This is an optimization exercise on Yosys and OpenROAD, whose aim is small area and a short achievable clock period, not a production implementation.
Where RTL was checked, it was by simulation tests only, not by an equivalence proof against the original.
Power is estimated from default activity; no workload was simulated.

==> flow/design.v (excerpt) <==
module ChipLevel (
   input  logic [15:0] data16_a, data16_b, data16_c, data16_d,
   input  logic [7:0] din_a, din_b,
   input  logic [1:0] sel,
   input  logic clk, cin, rst, start,
   input  logic s1, s2, op,
   output logic [15:0] mux_out, regout,
   output logic [31:0] m32_out,
   output logic cout1, cout2, comp_out1, comp_out2
);
clock: 8.0 ns
lec_check: 0
cap_margin: 20
core_margin: 2
core_utilization: 60
cts_cluster_size: 30
setup_slack_margin: 3.7
slew_margin: 20
standard.sh (not shown) runs the stock make flow with config.mk's settings and CLKGATE_MAP_FILE= SYNTH_SCRIPT=/design/flow/synth_recipe.tcl, a recipe that flattens the netlist after the stock synthesis.
==> flow/flow/run.sh <==
#!/bin/bash
# Layout flow: the standard one, except that synthesis keeps the design's FA
# modules as the library's full-adder cell (flow/synth_fa.tcl) and leaves the
# remaining logic to ABC without re-extracting adders from it.  The
# registers must come out exactly as in the standard synthesis (same names
# and cell types); if they do not, the standard synthesis is used instead.
set -uo pipefail
R=orfs/results/$FLOW_PLATFORM/ChipLevel/base

bash standard.sh synth > std_synth.log 2>&1 || exit 1
cp $R/1_2_yosys.v std_1_2_yosys.v

# 2. the synthesis with full-adder cells, in a work folder of its own
MK=$(sed -n 's/^make -C \S* \(.*\) "\${@:-finish}"$/\1/p' standard.sh | sed 's|WORK_HOME=\S*||; s|SYNTH_SCRIPT=\S*||')
read -ra MKARGS <<< "$MK"
make -C "$FLOW_HOME" "${MKARGS[@]}" WORK_HOME="$PWD/orfs_fa" SYNTH_SCRIPT="$PWD/flow/synth_fa.tcl" \
  "SYNTH_KEEP_MODULES=FA HA CellAOI21 CellOAI21 CellNAND2 CellNOR2 CellXOR2 CellXNOR2" "ADDER_MAP_FILE=" synth > fa_synth.log 2>&1
ok=$?
if [[ $ok -eq 0 ]] && python3 flow/same_regs.py std_1_2_yosys.v orfs_fa/results/$FLOW_PLATFORM/ChipLevel/base/1_2_yosys.v > regs_check.log 2>&1; then
  echo "using the full-adder synthesis" > synth_choice.log
  cp orfs_fa/results/$FLOW_PLATFORM/ChipLevel/base/1_2_yosys.v $R/1_2_yosys.v
  rm -f $R/1_synth.odb $R/1_synth.sdc
else
  echo "using the standard synthesis (fa synth exit $ok)" > synth_choice.log
fi

# 3. the rest of the standard flow, with the ORFS settings in flow/make_args.txt
EXTRA=()
if [[ -f flow/make_args.txt ]]; then
  while read -r line; do [[ -n "$line" && "$line" != \#* ]] && EXTRA+=("${line//@FLOW@/$PWD/flow}"); done < flow/make_args.txt
fi
bash standard.sh finish "${EXTRA[@]}" > std_finish.log 2>&1
Other scripts of this flow, unchanged in this note and not shown: flow/flow/make_args.txt, flow/flow/post_gpl.tcl, flow/flow/same_regs.py, flow/flow/synth_fa.tcl
The starting point completed with no timing, DRC or antenna violations.
Change:
Settings changed: CTS_CLUSTER_SIZE 30 to unset, SETUP_SLACK_MARGIN 3.7 to 3.65.
=>
- The changed run produced a clean layout
- die area does not change
- fmax drops by about 0.36%
- setup slack loses 0.016 ns
- count of clock-buffer cells in the layout rises by 2
- global-route usage grows by 0.35 points
- total power drops by 1.6%
- final cell count grows by 0.36%
Change:
Settings changed: SETUP_SLACK_MARGIN 3.65 to 3.7.
Outcome: The changed run finished clean; critical path depth is unchanged; power increases slightly; design area decreases slightly; area after synthesis stays the same; core utilization decreases by 0.31 points; die area does not change; first-iteration DRC count decreases by a quarter to a third; wire length increases slightly; hold slack hardly moves.

========
## build 40
Another version of the RTL of ChipLevel (not shown whole).
For scale: ~160 I/O pins.
Settings: LEC_CHECK=0, CAP_MARGIN=20, CORE_MARGIN=2, CORE_UTILIZATION=60, SETUP_SLACK_MARGIN=2.8, SLEW_MARGIN=20; clock period 8.0 ns.
==> flow/flow/run.sh <==
#!/bin/bash
# Layout flow: the standard one, except that synthesis keeps the design's FA
# modules as the library's full-adder cell (flow/synth_fa.tcl) and leaves the
# remaining logic to ABC without re-extracting adders from it.  The
# registers must come out exactly as in the standard synthesis (same names
# and cell types); if they do not, the standard synthesis is used instead.
set -uo pipefail
R=orfs/results/$FLOW_PLATFORM/ChipLevel/base

bash standard.sh synth > std_synth.log 2>&1 || exit 1
cp $R/1_2_yosys.v std_1_2_yosys.v

# 2. the synthesis with full-adder cells, in a work folder of its own
MK=$(sed -n 's/^make -C \S* \(.*\) "\${@:-finish}"$/\1/p' standard.sh | sed 's|WORK_HOME=\S*||; s|SYNTH_SCRIPT=\S*||')
read -ra MKARGS <<< "$MK"
make -C "$FLOW_HOME" "${MKARGS[@]}" WORK_HOME="$PWD/orfs_fa" SYNTH_SCRIPT="$PWD/flow/synth_fa.tcl" \
  "SYNTH_KEEP_MODULES=FA HA CellAO21 CellAND2 CellXOR2 CellNOR2" "ADDER_MAP_FILE=" synth > fa_synth.log 2>&1
ok=$?
if [[ $ok -eq 0 ]] && python3 flow/same_regs.py std_1_2_yosys.v orfs_fa/results/$FLOW_PLATFORM/ChipLevel/base/1_2_yosys.v > regs_check.log 2>&1; then
  echo "using the full-adder synthesis" > synth_choice.log
  cp orfs_fa/results/$FLOW_PLATFORM/ChipLevel/base/1_2_yosys.v $R/1_2_yosys.v
  rm -f $R/1_synth.odb $R/1_synth.sdc
else
  echo "using the standard synthesis (fa synth exit $ok)" > synth_choice.log
fi

# 3. the rest of the standard flow, with the ORFS settings in flow/make_args.txt
EXTRA=()
if [[ -f flow/make_args.txt ]]; then
  while read -r line; do [[ -n "$line" && "$line" != \#* ]] && EXTRA+=("$line"); done < flow/make_args.txt
fi
bash standard.sh finish "${EXTRA[@]}" > std_finish.log 2>&1
Other scripts of this flow, unchanged in this note and not shown: flow/flow/same_regs.py, flow/flow/synth_fa.tcl
> inputs changed (build 40 -> build 37)
Settings: a change of SETUP_SLACK_MARGIN from 2.8 to 3.3.
==> flow/flow/make_args.txt (new file) <==
BUFFER_PORTS_ARGS=-buffer_cell sky130_fd_sc_hd__buf_1
- Total of clock buffers placed in the layout went down by a little under 10% going from build 40 to build 37.
- Against build 40, final cell count in build 37 rose slightly.
- Relative to build 40, power per cell area decreased by 6.2 mW/mm^2 in build 37.
- Looking at critical path's slowest cell, the fa_1 result is from build 37; the clkdlybuf4s50_1 one comes from build 40.
- Looking at switching part of the total power, build 37 sits above build 40.
- Taking build 40 as the reference, in build 37 sequential share of cell area increased by 0.85 points relative to the old numbers, fmax saw an increase, final design utilization fell 2.6 points.
- When the final numbers for build 37 and build 40 were put side by side, the transition time at the pin with the least slew margin turned out to be greater in build 37.
Input-level comparison between build 14 and build 37:
Settings: a change of SETUP_SLACK_MARGIN from 3.3 to 4.0.
--- a/flow/flow/run.sh
+++ b/flow/flow/run.sh
@@ -13,6 +13,5 @@
 # 2. the synthesis with full-adder cells, in a work folder of its own
 MK=$(sed -n 's/^make -C \S* \(.*\) "\${@:-finish}"$/\1/p' standard.sh | sed 's|WORK_HOME=\S*||; s|SYNTH_SCRIPT=\S*||')
-read -ra MKARGS <<< "$MK"
-make -C "$FLOW_HOME" "${MKARGS[@]}" WORK_HOME="$PWD/orfs_fa" SYNTH_SCRIPT="$PWD/flow/synth_fa.tcl" \
+eval make -C "$FLOW_HOME" $MK WORK_HOME="$PWD/orfs_fa" SYNTH_SCRIPT="$PWD/flow/synth_fa.tcl" \
   "SYNTH_KEEP_MODULES=FA HA CellAO21 CellAND2 CellXOR2 CellNOR2" "ADDER_MAP_FILE=" synth > fa_synth.log 2>&1
 ok=$?
==> flow/flow/make_args.txt <==
RECOVER_POWER=100
### Flow results
- The multi-input combinational cell count in build 14 was lower than what build 37 gave.
- Against build 37, build 14 reports a pin count of the biggest net entering global routing that is lower.
- Mean number of vias per cell (higher): build 37
- Build 14 ended with more leakage power total than build 37.
- Going from build 37 to build 14, area added between synthesis and finish +9.5 points, height of the die now sits higher, part of the power in registers decreased 1.2 points, final non-filler cell area moved up, setup slack of the critical path after layout lost 750 ps.
- In build 14 the implementation completed, yet the final layout does not meet the checks, the culprit being capacitance limit, slew limit.
- Build 37: no failed stages, no open violations at the end
- Combined area of the multi-input logic cells, build 14 and build 37: higher on build 37
- Lower global-route usage goes to build 37 over build 14.
Inputs modified between build 14 and build 90:
--- a/flow/flow/run.sh
+++ b/flow/flow/run.sh
@@ -13,5 +13,6 @@
 # 2. the synthesis with full-adder cells, in a work folder of its own
 MK=$(sed -n 's/^make -C \S* \(.*\) "\${@:-finish}"$/\1/p' standard.sh | sed 's|WORK_HOME=\S*||; s|SYNTH_SCRIPT=\S*||')
-eval make -C "$FLOW_HOME" $MK WORK_HOME="$PWD/orfs_fa" SYNTH_SCRIPT="$PWD/flow/synth_fa.tcl" \
+read -ra MKARGS <<< "$MK"
+make -C "$FLOW_HOME" "${MKARGS[@]}" WORK_HOME="$PWD/orfs_fa" SYNTH_SCRIPT="$PWD/flow/synth_fa.tcl" \
   "SYNTH_KEEP_MODULES=FA HA CellAO21 CellAND2 CellXOR2 CellNOR2" "ADDER_MAP_FILE=" synth > fa_synth.log 2>&1
 ok=$?
removed: flow/flow/make_args.txt
### Flow results
Build 90: flow completed, timing, DRC and antenna clean. Pin count of the biggest net entering global routing is lower on build 14. Compared with build 14, build 90 shows a higher area added between synthesis and finish. Global-route wire length before repair grows slightly when moving from build 14 to build 90. From build 14 to build 90 the numbers moved as follows: pre-CTS setup slack rose by 90 ps, number of inserted diodes -6, number of buffers added for setup after CTS now larger, die area -0.0012 sq mm, slack of the critical path increased 810 ps. The power number comes out lower for build 14 vs build 90. Any difference in worst hold slack between build 90 and build 14 is small enough to ignore.
Input-level comparison between build 97 and build 90:
--- a/flow/flow/run.sh
+++ b/flow/flow/run.sh
@@ -13,6 +13,5 @@
 # 2. the synthesis with full-adder cells, in a work folder of its own
 MK=$(sed -n 's/^make -C \S* \(.*\) "\${@:-finish}"$/\1/p' standard.sh | sed 's|WORK_HOME=\S*||; s|SYNTH_SCRIPT=\S*||')
-read -ra MKARGS <<< "$MK"
-make -C "$FLOW_HOME" "${MKARGS[@]}" WORK_HOME="$PWD/orfs_fa" SYNTH_SCRIPT="$PWD/flow/synth_fa.tcl" \
+eval make -C "$FLOW_HOME" $MK WORK_HOME="$PWD/orfs_fa" SYNTH_SCRIPT="$PWD/flow/synth_fa.tcl" \
   "SYNTH_KEEP_MODULES=FA HA CellAO21 CellAND2 CellXOR2 CellNOR2" "ADDER_MAP_FILE=" synth > fa_synth.log 2>&1
 ok=$?
==> comparison <==
- Worst hold-check slack delta (build 90 -> build 97): insignificant
- Re combinational fraction of design power: build 90 and build 97 aren't equal, and the lower value belongs to build 97.
- Area of the core region: build 97 worse than build 90
- Area: build 97 vs build 90 -> build 97 larger
- Between build 90 and build 97, synthesized cell count is higher for build 97, build 90 comes in under that.
Here is what was changed in the inputs of build 55 compared with build 97.
Settings: SETUP_SLACK_MARGIN: 4.0 -> 3.3.
--- a/flow/flow/run.sh
+++ b/flow/flow/run.sh
@@ -13,5 +13,6 @@
 # 2. the synthesis with full-adder cells, in a work folder of its own
 MK=$(sed -n 's/^make -C \S* \(.*\) "\${@:-finish}"$/\1/p' standard.sh | sed 's|WORK_HOME=\S*||; s|SYNTH_SCRIPT=\S*||')
-eval make -C "$FLOW_HOME" $MK WORK_HOME="$PWD/orfs_fa" SYNTH_SCRIPT="$PWD/flow/synth_fa.tcl" \
+read -ra MKARGS <<< "$MK"
+make -C "$FLOW_HOME" "${MKARGS[@]}" WORK_HOME="$PWD/orfs_fa" SYNTH_SCRIPT="$PWD/flow/synth_fa.tcl" \
   "SYNTH_KEEP_MODULES=FA HA CellAO21 CellAND2 CellXOR2 CellNOR2" "ADDER_MAP_FILE=" synth > fa_synth.log 2>&1
 ok=$?
Findings:
Changes observed in build 55 relative to build 97: final HPWL from detailed placement lost about 6.4%; filler-free cell count of the finished design lost 146; via count lost about 1.6%; transition time at the pin with the least slew margin picked up an extra 270 ps.
Routed wire length of build 55 falls short of that of build 97 by more than 10%.
Run comparison: build 55 origin of the worst setup path data16_b[4]; build 97 origin of the worst setup path u5.q0_13$_DFF_P_
Diff build 97 -> build 55: first-iteration DRC count level; sum of internal, switching and leakage power moved down.
No functional check of the RTL was part of any run of this note.

==> re-timing with driven ports <==
No port has a modelled driver above. Below, the same layouts with a new extraction and two added sets of constraints. Step 1 (the two cells are an assumption about what drives the block):
set clk [get_ports {clk}]
set_driving_cell -lib_cell sky130_fd_sc_hd__clkbuf_16 $clk
set_driving_cell -lib_cell sky130_fd_sc_hd__buf_2 [delete_from_list [all_inputs] $clk]
Step 2 adds t to the input delays and takes it off the output delays; t is the mean of the earliest and latest rising clock arrival at the registers after step 1. Input paths then give back, and output paths get back, about the clock's delay inside the block. Three values: ideal, step 1, step 2; two values: the first two.
| run | shift t [ns] | setup slack, ns | hold WS [ns] | clock arrival spread, ns | worst register clock-pin slew, ns |
|---|---|---|---|---|---|
| the first run of note 1 | 0.487 | 3.638 / 3.636 / 3.148 | 0.329 / 0.329 / 0.329 | 0.013 / 0.013 | 0.08 / 0.08 |
| the second run of note 1 | 0.484 | 3.623 / 3.575 / 3.091 | 0.326 / 0.326 / 0.326 | 0.019 / 0.019 | 0.09 / 0.09 |
| the third run of note 1 | 0.487 | 3.638 / 3.636 / 3.148 | 0.329 / 0.329 / 0.329 | 0.013 / 0.013 | 0.08 / 0.08 |
| build 40 | 0.586 | 2.950 / 2.898 / 2.558 | 0.326 / 0.326 / 0.326 | 0.022 / 0.022 | 0.06 / 0.06 |
| build 37 | 0.583 | 3.361 / 3.311 / 2.871 | 0.327 / 0.327 / 0.327 | 0.019 / 0.019 | 0.06 / 0.06 |
| build 14 | 0.589 | 2.611 / 2.558 / 2.633 | 0.323 / 0.323 / 0.323 | 0.022 / 0.022 | 0.07 / 0.07 |
| build 90 | 0.575 | 3.418 / 3.365 / 3.458 | 0.324 / 0.324 / 0.324 | 0.015 / 0.016 | 0.06 / 0.06 |
| build 97 | 0.588 | 3.180 / 3.127 / 3.471 | 0.323 / 0.323 / 0.323 | 0.020 / 0.020 | 0.07 / 0.07 |
| build 55 | 0.588 | 3.359 / 3.356 / 2.804 | 0.326 / 0.326 / 0.326 | 0.020 / 0.020 | 0.06 / 0.06 |
For build 55, which loses most, drivers alone change the setup slack by -0.003 ns; drivers and shift together by -0.555 ns.
